This is an optimization exercise on Yosys and OpenROAD, whose aim is small area, not a production implementation. Function was checked by simulation only, so behaviour that the tests miss may differ from the original.

File: constraint.sdc
create_clock -name core_clock -period 5.5 [get_ports {sclk}]
set_input_delay 1.1000 -clock core_clock [delete_from_list [all_inputs] [get_ports {sclk}]]
set_output_delay 1.1000 -clock core_clock [all_outputs]
set_load 0.01 [all_outputs]
File: config.mk
export PLATFORM = sky130hd
export DESIGN_NAME = conv_kernel_1x2
export DESIGN_NICKNAME = conv_kernel_1x2
export VERILOG_FILES = /design/flow/design.v
export SDC_FILE = /design/flow/constraint.sdc
export NUM_CORES = 4
export LEC_CHECK = 0
export CAP_MARGIN = 20
export CORE_MARGIN = 2
export CORE_UTILIZATION = 40
export SLEW_MARGIN = 20
File: design.v
module  xbip_dsp48_macro_0(
        input                   CLK                     ,
        input   signed  [24:0]  A                       ,
        input   signed  [17:0]  B                       ,
        input   signed  [24:0]  D                       ,
        output  reg signed [42:0]  P
);
reg     signed  [24:0]          a_r                             ;
reg     signed  [24:0]          d_r                             ;
reg     signed  [17:0]          b_r1                            ;
reg     signed  [17:0]          b_r2                            ;
reg     signed  [25:0]          ad_r                            ;
reg     signed  [42:0]          m_r                             ;
always  @(posedge CLK) begin
        a_r     <=      A;
        d_r     <=      D;
        b_r1    <=      B;
        b_r2    <=      b_r1;
        ad_r    <=      a_r + d_r;
        m_r     <=      ad_r * b_r2;
        P       <=      m_r;
end
endmodule
module  conv_mult_dsp(
        input                   sclk                    ,       
        input   signed  [ 7:0]  data_a                  ,
        input   signed  [ 7:0]  data_d                  ,
        input   signed  [ 7:0]  data_b                  ,
        output  wire signed [15:0]  data_ab             ,
        output  wire signed [15:0]  data_db             
);
wire    signed  [24:0]          dsp_a                           ;
wire    signed  [24:0]          dsp_d                           ;
wire    signed  [17:0]          dsp_b                           ;
wire    signed  [42:0]          dsp_p                           ;
assign  dsp_a   =       {data_a[7],data_a, 16'h0};
assign  dsp_d   =       {{17{data_d[7]}}, data_d};
assign  dsp_b   =       {{10{data_b[7]}}, data_b};
assign  data_db =       dsp_p[15:0];
assign  data_ab =       (data_db[15] == 1'b1) ? (dsp_p[31:16]+1) : dsp_p[31:16];
xbip_dsp48_macro_0 xbip_dsp48_macro_0_inst (
        .CLK                    (sclk                   ),       
        .A                      (dsp_a                  ),       
        .B                      (dsp_b                  ),       
        .D                      (dsp_d                  ),       
        .P                      (dsp_p                  )        
);
endmodule
module  conv_kernel_1x2_add(
        input                   sclk                    ,       
        input                   s_rst_n                 ,       
        input   signed  [15:0]  data00                  ,       
        input   signed  [15:0]  data01                  ,       
        input   signed  [15:0]  data02                  ,       
        input   signed  [15:0]  data10                  ,       
        input   signed  [15:0]  data11                  ,       
        input   signed  [15:0]  data12                  ,  
        input   signed  [15:0]  data20                  ,       
        input   signed  [15:0]  data21                  ,       
        input   signed  [15:0]  data22                  ,  
        output  reg signed      [19:0]  add_result              
);
reg     signed  [19:0]          temp0                           ;
reg     signed  [19:0]          temp1                           ;
reg     signed  [19:0]          temp2                           ;
always  @(posedge sclk or negedge s_rst_n) begin
        if(s_rst_n == 1'b0) begin
                temp0           <=      'd0;
                temp1           <=      'd0;
                temp2           <=      'd0;
                add_result      <=      'd0;
        end 
        else begin
                temp0           <=      data00 + data01 + data02;
                temp1           <=      data10 + data11 + data12;
                temp2           <=      data20 + data21 + data22;
                add_result      <=      temp0 + temp1 + temp2;
        end
end
endmodule
module  conv_kernel_1x2(
        input                   sclk                    ,       
        input                   s_rst_n                 ,       
        input           [71:0]  data_in                 ,
        input           [71:0]  ch0_weight              ,
        input           [71:0]  ch1_weight              ,
        output  wire signed    [19:0]   ch0_out         ,
        output  wire signed    [19:0]   ch1_out         
);
wire    signed  [ 7:0]          data_00                         ;
wire    signed  [ 7:0]          data_01                         ;
wire    signed  [ 7:0]          data_02                         ;
wire    signed  [ 7:0]          data_10                         ;
wire    signed  [ 7:0]          data_11                         ;
wire    signed  [ 7:0]          data_12                         ;
wire    signed  [ 7:0]          data_20                         ;
wire    signed  [ 7:0]          data_21                         ;
wire    signed  [ 7:0]          data_22                         ;
wire    signed  [ 7:0]          ch0_w_00                        ;
wire    signed  [ 7:0]          ch0_w_01                        ;
wire    signed  [ 7:0]          ch0_w_02                        ;
wire    signed  [ 7:0]          ch0_w_10                        ;
wire    signed  [ 7:0]          ch0_w_11                        ;
wire    signed  [ 7:0]          ch0_w_12                        ;
wire    signed  [ 7:0]          ch0_w_20                        ;
wire    signed  [ 7:0]          ch0_w_21                        ;
wire    signed  [ 7:0]          ch0_w_22                        ;
wire    signed  [ 7:0]          ch1_w_00                        ;
wire    signed  [ 7:0]          ch1_w_01                        ;
wire    signed  [ 7:0]          ch1_w_02                        ;
wire    signed  [ 7:0]          ch1_w_10                        ;
wire    signed  [ 7:0]          ch1_w_11                        ;
wire    signed  [ 7:0]          ch1_w_12                        ;
wire    signed  [ 7:0]          ch1_w_20                        ;
wire    signed  [ 7:0]          ch1_w_21                        ;
wire    signed  [ 7:0]          ch1_w_22                        ;
wire    signed  [15:0]          ch0_out_00                      ;
wire    signed  [15:0]          ch0_out_01                      ;
wire    signed  [15:0]          ch0_out_02                      ;
wire    signed  [15:0]          ch0_out_10                      ;
wire    signed  [15:0]          ch0_out_11                      ;
wire    signed  [15:0]          ch0_out_12                      ;
wire    signed  [15:0]          ch0_out_20                      ;
wire    signed  [15:0]          ch0_out_21                      ;
wire    signed  [15:0]          ch0_out_22                      ;
wire    signed  [15:0]          ch1_out_00                      ;
wire    signed  [15:0]          ch1_out_01                      ;
wire    signed  [15:0]          ch1_out_02                      ;
wire    signed  [15:0]          ch1_out_10                      ;
wire    signed  [15:0]          ch1_out_11                      ;
wire    signed  [15:0]          ch1_out_12                      ;
wire    signed  [15:0]          ch1_out_20                      ;
wire    signed  [15:0]          ch1_out_21                      ;
wire    signed  [15:0]          ch1_out_22                      ;
assign  data_00 =       data_in[7:0];
assign  data_10 =       data_in[15:8];
assign  data_20 =       data_in[23:16];
assign  data_01 =       data_in[31:24];
assign  data_11 =       data_in[39:32];
assign  data_21 =       data_in[47:40];
assign  data_02 =       data_in[55:48];
assign  data_12 =       data_in[63:56];
assign  data_22 =       data_in[71:64];
assign  ch0_w_00        =       ch0_weight[7:0];
assign  ch0_w_01        =       ch0_weight[15:8];
assign  ch0_w_02        =       ch0_weight[23:16];
assign  ch0_w_10        =       ch0_weight[31:24];
assign  ch0_w_11        =       ch0_weight[39:32];
assign  ch0_w_12        =       ch0_weight[47:40];
assign  ch0_w_20        =       ch0_weight[55:48];
assign  ch0_w_21        =       ch0_weight[63:56];
assign  ch0_w_22        =       ch0_weight[71:64];
assign  ch1_w_00        =       ch1_weight[7:0];
assign  ch1_w_01        =       ch1_weight[15:8];
assign  ch1_w_02        =       ch1_weight[23:16];
assign  ch1_w_10        =       ch1_weight[31:24];
assign  ch1_w_11        =       ch1_weight[39:32];
assign  ch1_w_12        =       ch1_weight[47:40];
assign  ch1_w_20        =       ch1_weight[55:48];
assign  ch1_w_21        =       ch1_weight[63:56];
assign  ch1_w_22        =       ch1_weight[71:64];
conv_mult_dsp   U00_conv_mult_dsp_inst(
        .sclk                   (sclk                   ),
        .data_a                 (ch0_w_00               ),
        .data_d                 (ch1_w_00               ),
        .data_b                 (data_00                ),
        .data_ab                (ch0_out_00             ),
        .data_db                (ch1_out_00             )
);
conv_mult_dsp   U01_conv_mult_dsp_inst(
        .sclk                   (sclk                   ),
        .data_a                 (ch0_w_01               ),
        .data_d                 (ch1_w_01               ),
        .data_b                 (data_01                ),
        .data_ab                (ch0_out_01             ),
        .data_db                (ch1_out_01             )
);
conv_mult_dsp   U02_conv_mult_dsp_inst(
        .sclk                   (sclk                   ),
        .data_a                 (ch0_w_02               ),
        .data_d                 (ch1_w_02               ),
        .data_b                 (data_02                ),
        .data_ab                (ch0_out_02             ),
        .data_db                (ch1_out_02             )
);
conv_mult_dsp   U10_conv_mult_dsp_inst(
        .sclk                   (sclk                   ),
        .data_a                 (ch0_w_10               ),
        .data_d                 (ch1_w_10               ),
        .data_b                 (data_10                ),
        .data_ab                (ch0_out_10             ),
        .data_db                (ch1_out_10             )
);
conv_mult_dsp   U11_conv_mult_dsp_inst(
        .sclk                   (sclk                   ),
        .data_a                 (ch0_w_11               ),
        .data_d                 (ch1_w_11               ),
        .data_b                 (data_11                ),
        .data_ab                (ch0_out_11             ),
        .data_db                (ch1_out_11             )
);
conv_mult_dsp   U12_conv_mult_dsp_inst(
        .sclk                   (sclk                   ),
        .data_a                 (ch0_w_12               ),
        .data_d                 (ch1_w_12               ),
        .data_b                 (data_12                ),
        .data_ab                (ch0_out_12             ),
        .data_db                (ch1_out_12             )
);
conv_mult_dsp   U20_conv_mult_dsp_inst(
        .sclk                   (sclk                   ),
        .data_a                 (ch0_w_20               ),
        .data_d                 (ch1_w_20               ),
        .data_b                 (data_20                ),
        .data_ab                (ch0_out_20             ),
        .data_db                (ch1_out_20             )
);
conv_mult_dsp   U21_conv_mult_dsp_inst(
        .sclk                   (sclk                   ),
        .data_a                 (ch0_w_21               ),
        .data_d                 (ch1_w_21               ),
        .data_b                 (data_21                ),
        .data_ab                (ch0_out_21             ),
        .data_db                (ch1_out_21             )
);
conv_mult_dsp   U22_conv_mult_dsp_inst(
        .sclk                   (sclk                   ),
        .data_a                 (ch0_w_22               ),
        .data_d                 (ch1_w_22               ),
        .data_b                 (data_22                ),
        .data_ab                (ch0_out_22             ),
        .data_db                (ch1_out_22             )
);
conv_kernel_1x2_add     ch0_conv_kernel_1x2_add_inst(
        .sclk                   (sclk                   ),
        .s_rst_n                (s_rst_n                ),
        .data00                 (ch0_out_00             ),
        .data01                 (ch0_out_01             ),
        .data02                 (ch0_out_02             ),
        .data10                 (ch0_out_10             ),
        .data11                 (ch0_out_11             ),
        .data12                 (ch0_out_12             ),
        .data20                 (ch0_out_20             ),
        .data21                 (ch0_out_21             ),
        .data22                 (ch0_out_22             ),
        .add_result             (ch0_out                )
);
conv_kernel_1x2_add     ch1_conv_kernel_1x2_add_inst(
        .sclk                   (sclk                   ),
        .s_rst_n                (s_rst_n                ),
        .data00                 (ch1_out_00             ),
        .data01                 (ch1_out_01             ),
        .data02                 (ch1_out_02             ),
        .data10                 (ch1_out_10             ),
        .data11                 (ch1_out_11             ),
        .data12                 (ch1_out_12             ),
        .data20                 (ch1_out_20             ),
        .data21                 (ch1_out_21             ),
        .data22                 (ch1_out_22             ),
        .add_result             (ch1_out                )
);
endmodule
File: run.sh
#!/bin/bash
# synth_recipe.tcl (not shown) runs the flow's synth.tcl, then flattens the netlist and writes it again
# the make line also repeats each setting of config.mk as NAME=value (left out here)
make -C /OpenROAD-flow-scripts/flow DESIGN_CONFIG=/design/flow/config.mk WORK_HOME=/design/flow/orfs CLKGATE_MAP_FILE= SYNTH_SCRIPT=/design/flow/synth_recipe.tcl finish
==> impl_metrics.csv <==
group,metric,value,unit
outcome,outcome,"complete, no violations",
clock_network,cts-buffers-inserted,138,
worst_hold_path,hold_path_class,"reg2reg",
final_layout,nFillCells,21300,
synth,synthesis.nets,11500,
route,drtIter0Drc,2458,
synth,synth_warnings,2,
synth,synthMostInstantiatedCell,"inv_1",
global_routing,grt_overflow,0,
timing,slew_headroom,37.3,%
floorplanning,fp.dieW,483,um
global_routing,grt_pass1_vias,64100,
place,placed_cells,12500,
synth,ys_top_cells_by_count,"inv_1 (1,975), fa_1 (1,320), dfxtp_1 (1,017)",
route,ant_nets,0,
clock_network,hold_buffers,0,
place,numPortBuffers,257,
synth,synth_edf_count,0,
place,post_dp_cell_area,0.0992,mm^2
floorplanning,io_pins,258,
worst_setup_path,cp-start-kind,"flop",
place,gp_congestion,0.869,
job,drv_cap,0,
clock_network,cts_root_buffer,"clkbuf_16",
final_layout,stdcell_count,12800,
route,wl,207,mm
worst_setup_path,worst-path-buf-inv,4,
synth,synth.distinct_cells,74,
synth,synth_area_leaders,"fa_1 (29%), dfxtp_1 (22%), ha_1 (10%), inv_1 (8.1%), and2_1 (5.5%)",
global_routing,grt_max_degree,87,
worst_setup_path,crit_cells,19,
timing,finalMaxSlewViolations,0,
route,drtPass1Iterations,5,
final_layout,regArea,0.0243,mm^2
synth,yosysTopAreaCell,"fa_1",
worst_setup_path,crit_fanout,8,
timing,fin_skew,0.0384,ns
clock_network,cts.path.max_buffers,3,
synth,async_reset_ff_share,13.2,%
synth,avgSynthCellArea,10.0,um^2
floorplanning,core_area,0.227,mm^2
worst_setup_path,cp_slowest_stage_delay,0.65,ns
place,dp_hpwl,173,mm
synth,synth-main-ff-cell,"dfxtp_1",
final_layout,layout.nets,12000,
route,drc,0,
worst_setup_path,cp-end-kind,"flop",
clock_network,cts_sinks,1171,
worst_setup_path,crit_arrival,5.98,ns
worst_setup_path,critPathKind,"reg2reg",
route,vias,59800,
worst_setup_path,cp_slowest_cell,"fa_2",
global_routing,grt_pass1_wl,338,mm
final_layout,fin_area,0.104,mm^2
final_layout,multi_input_area,0.0598,mm^2
floorplanning,start_util,40.3,%
clock_network,tritoncts,"done",
worst_setup_path,path_cells,"and2_2 > fa_2 > inv_1 > fa_1 > inv_1 > fa_1 > inv_1 > fa_1 > inv_1 > ha_1 > and2_1 > and4_1 > o211ai_1 > a31oi_2 > o31a_1 > o31a_1 > a41oi_2 > mux2i_1 > a2111oi_2",
timing,worst_pin_slew,0.929,ns
route,routedWlPerCell,16.2,um
timing,fmax,0.188,GHz
worst_setup_path,cp_common_cell,"inv_1",
worst_setup_path,required,6.17,ns
clock_network,htree_levels,4,
route,vias_per_cell,4.68,
timing,setup_viol,0,
synth,ys_seq_area_share,26.4,%
final_layout,area_growth,13.7,%
synth,synthCells,9148,
clock_network,clk_latency,0.81,ns
timing,hold_viol,0,
clock_network,clkTransAtPathRegs,0.06,ns
timing,min_period,5.31,ns
worst_setup_path,reg2reg_slack,0.19,ns
floorplanning,die_h,483,um
global_routing,grt_usage,18.1,%
timing,min_period_over_period,96.5,%
synth,synth-seq-cells,1171,
floorplanning,die_area,0.233,mm^2
final_layout,post_route_cells_drive_above_1_share,5.76,%
worst_setup_path,crit_family,"adder cells",
worst_setup_path,reg2regPathDepth,19,
synth,netlist_area,0.0916,mm^2
floorplanning,rows,175,
global_routing,grt_antenna_before_repair,16,
synth,synth.top_cell.area_share,28.8,%
==> per-stage QoR <==
stage / hold WS [ns] / utilization (%) / setup TNS, ns / worst slack [ns]
3_3_place_gp: 0.311 / 43.6 / 0 / 0.00591
5_1_grt: 0.320 / 45.8 / -0.109 / -0.0328
3_5_place_dp: 0.312 / 43.6 / -0.0463 / -0.0362
2_1_floorplan: 0.310 / - / 0 / 0.194
6_report: 0.318 / 45.8 / 0 / 0.193
4_1_cts: 0.300 / 45.7 / 0 / 0.00598
==> flip-flops by register name, indices dropped and copies added, names as in the netlist, 20 cells and up <==
register	cells
ch0_conv_kernel_1x2_add_inst.temp1	20
ch0_conv_kernel_1x2_add_inst.add_result	20
U20_conv_mult_dsp_inst.xbip_dsp48_macro_0_inst.m_r	32
U21_conv_mult_dsp_inst.xbip_dsp48_macro_0_inst.P	32
U22_conv_mult_dsp_inst.xbip_dsp48_macro_0_inst.m_r	32
U20_conv_mult_dsp_inst.xbip_dsp48_macro_0_inst.P	32
U10_conv_mult_dsp_inst.xbip_dsp48_macro_0_inst.m_r	32
ch0_conv_kernel_1x2_add_inst.temp2	20
U00_conv_mult_dsp_inst.xbip_dsp48_macro_0_inst.m_r	32
U02_conv_mult_dsp_inst.xbip_dsp48_macro_0_inst.m_r	32
U00_conv_mult_dsp_inst.xbip_dsp48_macro_0_inst.P	32
U02_conv_mult_dsp_inst.xbip_dsp48_macro_0_inst.P	32
U22_conv_mult_dsp_inst.xbip_dsp48_macro_0_inst.P	32
ch0_conv_kernel_1x2_add_inst.temp0	20
U12_conv_mult_dsp_inst.xbip_dsp48_macro_0_inst.m_r	32
U11_conv_mult_dsp_inst.xbip_dsp48_macro_0_inst.P	32
U21_conv_mult_dsp_inst.xbip_dsp48_macro_0_inst.m_r	32
ch1_conv_kernel_1x2_add_inst.add_result	20
U11_conv_mult_dsp_inst.xbip_dsp48_macro_0_inst.m_r	32
U01_conv_mult_dsp_inst.xbip_dsp48_macro_0_inst.m_r	32
U10_conv_mult_dsp_inst.xbip_dsp48_macro_0_inst.P	32
U01_conv_mult_dsp_inst.xbip_dsp48_macro_0_inst.P	32
U12_conv_mult_dsp_inst.xbip_dsp48_macro_0_inst.P	32
==> cells by family after synthesis <==
kind of cell / synth area share (%)
adders and majority gates: 39.3
buffers and inverters: 8.48
DFF: 26.4
AOI/OAI and AO/OA: 6.90
xor gates and xnor gates: 5.73
and+or+nand+nor: 13.0
muxes: 0.193
==> cells in the final DEF (no fill, tap or decap), types with 13 or more instances in the layout <==
master	instances
inv_1	1975
fa_1	1312
dfxtp_1	980
and2_1	807
ha_1	761
nand2_1	503
xnor2_1	447
a21oi_1	313
clkdlybuf4s50_1	256
nor2_1	231
buf_4	201
o21ai_0	182
nor2b_1	168
dfrtp_1	154
xor2_1	152
clkbuf_16	140
a21o_1	130
nand3_1	116
nor3_1	85
nand2b_1	82
and3_1	73
nand4_1	52
o21a_1	47
o21bai_1	44
a211oi_1	41
dfxtp_2	35
a31oi_1	30
or3_1	29
o211ai_1	26
or2_2	21
clkinv_2	19
clkbuf_1	18
clkbuf_8	16
a21boi_0	15
a211o_1	15
mux2_2	13
==> final cells by class <==
class	instances	share of cell area (%)
Tap cell	3009	3.61
Clock buffer	174	3.64
Timing Repair Buffer	462	3.99
Multi-Input combinational cell	5907	57.5
Clock inverter	74	0.863
Inverter	1975	7.12
Antenna cell	6	0.0144
Sequential cell	1171	23.3
==> worst min-delay path by stage <==
stage / startpoint / to / slack (ns) / cells past startpoint
floorplan: flop / U00_conv_mult_dsp_inst.xbip_dsp48_macro_0_inst.P[0] / 0.31 / 0
global placement: flop / U12_conv_mult_dsp_inst.xbip_dsp48_macro_0_inst.P[0] / 0.31 / 0
detailed placement: flop / U12_conv_mult_dsp_inst.xbip_dsp48_macro_0_inst.P[25] / 0.31 / 0
CTS: s_rst_n / ch0_conv_kernel_1x2_add_inst.add_result[15] / 0.30 / 1
global route: flop / flop / 0.32 / 0
finish: flop / U12_conv_mult_dsp_inst.xbip_dsp48_macro_0_inst.P[16] / 0.32 / 0
==> per-layer routing <==
metal / vias up / share of wire (%) / global-route usage, %
met5: - / 0.013 / 0
met4: 4 / 3.4 / 6.06
met3: 286 / 3.5 / 2.51
met2: 953 / 48 / 30.1
met1: 29300 / 46 / 24.2
li1: 29300 / - / -
==> timing repair <==
item                                    4_1_cts  5_1_grt
resized for setup                             4       90
buffers inserted                              0        5
endpoints found under the setup margin        3       47
pin swaps                                     0        8
==> worst reg2reg max path: stages (launching register included) <==
cell	delay, ns
dfxtp_2	0.34
and2_2	0.24
fa_2	0.65
inv_1	0.12
fa_1	0.49
inv_1	0.06
fa_1	0.49
inv_1	0.05
fa_1	0.47
inv_1	0.04
ha_1	0.31
and2_1	0.17
and4_1	0.21
o211ai_1	0.12
a31oi_2	0.16
o31a_1	0.31
o31a_1	0.30
a41oi_2	0.24
mux2i_1	0.11
a2111oi_2	0.32

## afterwards: timing with drivers on the ports
In the flow no input, the clock included, has a driving cell. The finished layout below was timed again as built, in two steps. Step 1, drivers: a clkbuf_16 drives sclk and a buf_2 each remaining input, both assumed. Step 2 times the ports against the registers' clock, not the clock port: input delays grow and output delays shrink by t, the midpoint of the rising clock arrivals with the driver on. a / b / c = no drivers / after step 1 / after step 2; a / b = the first two.
t (ns): 0.875
setup slack, ns: 0.193 / 0.193 / 0.193
worst setup path after step 2: register to register
After both steps setup and hold are still met in this run. For this run, drivers alone change the setup slack by 0.000 ns; drivers and shift together by 0.000 ns.
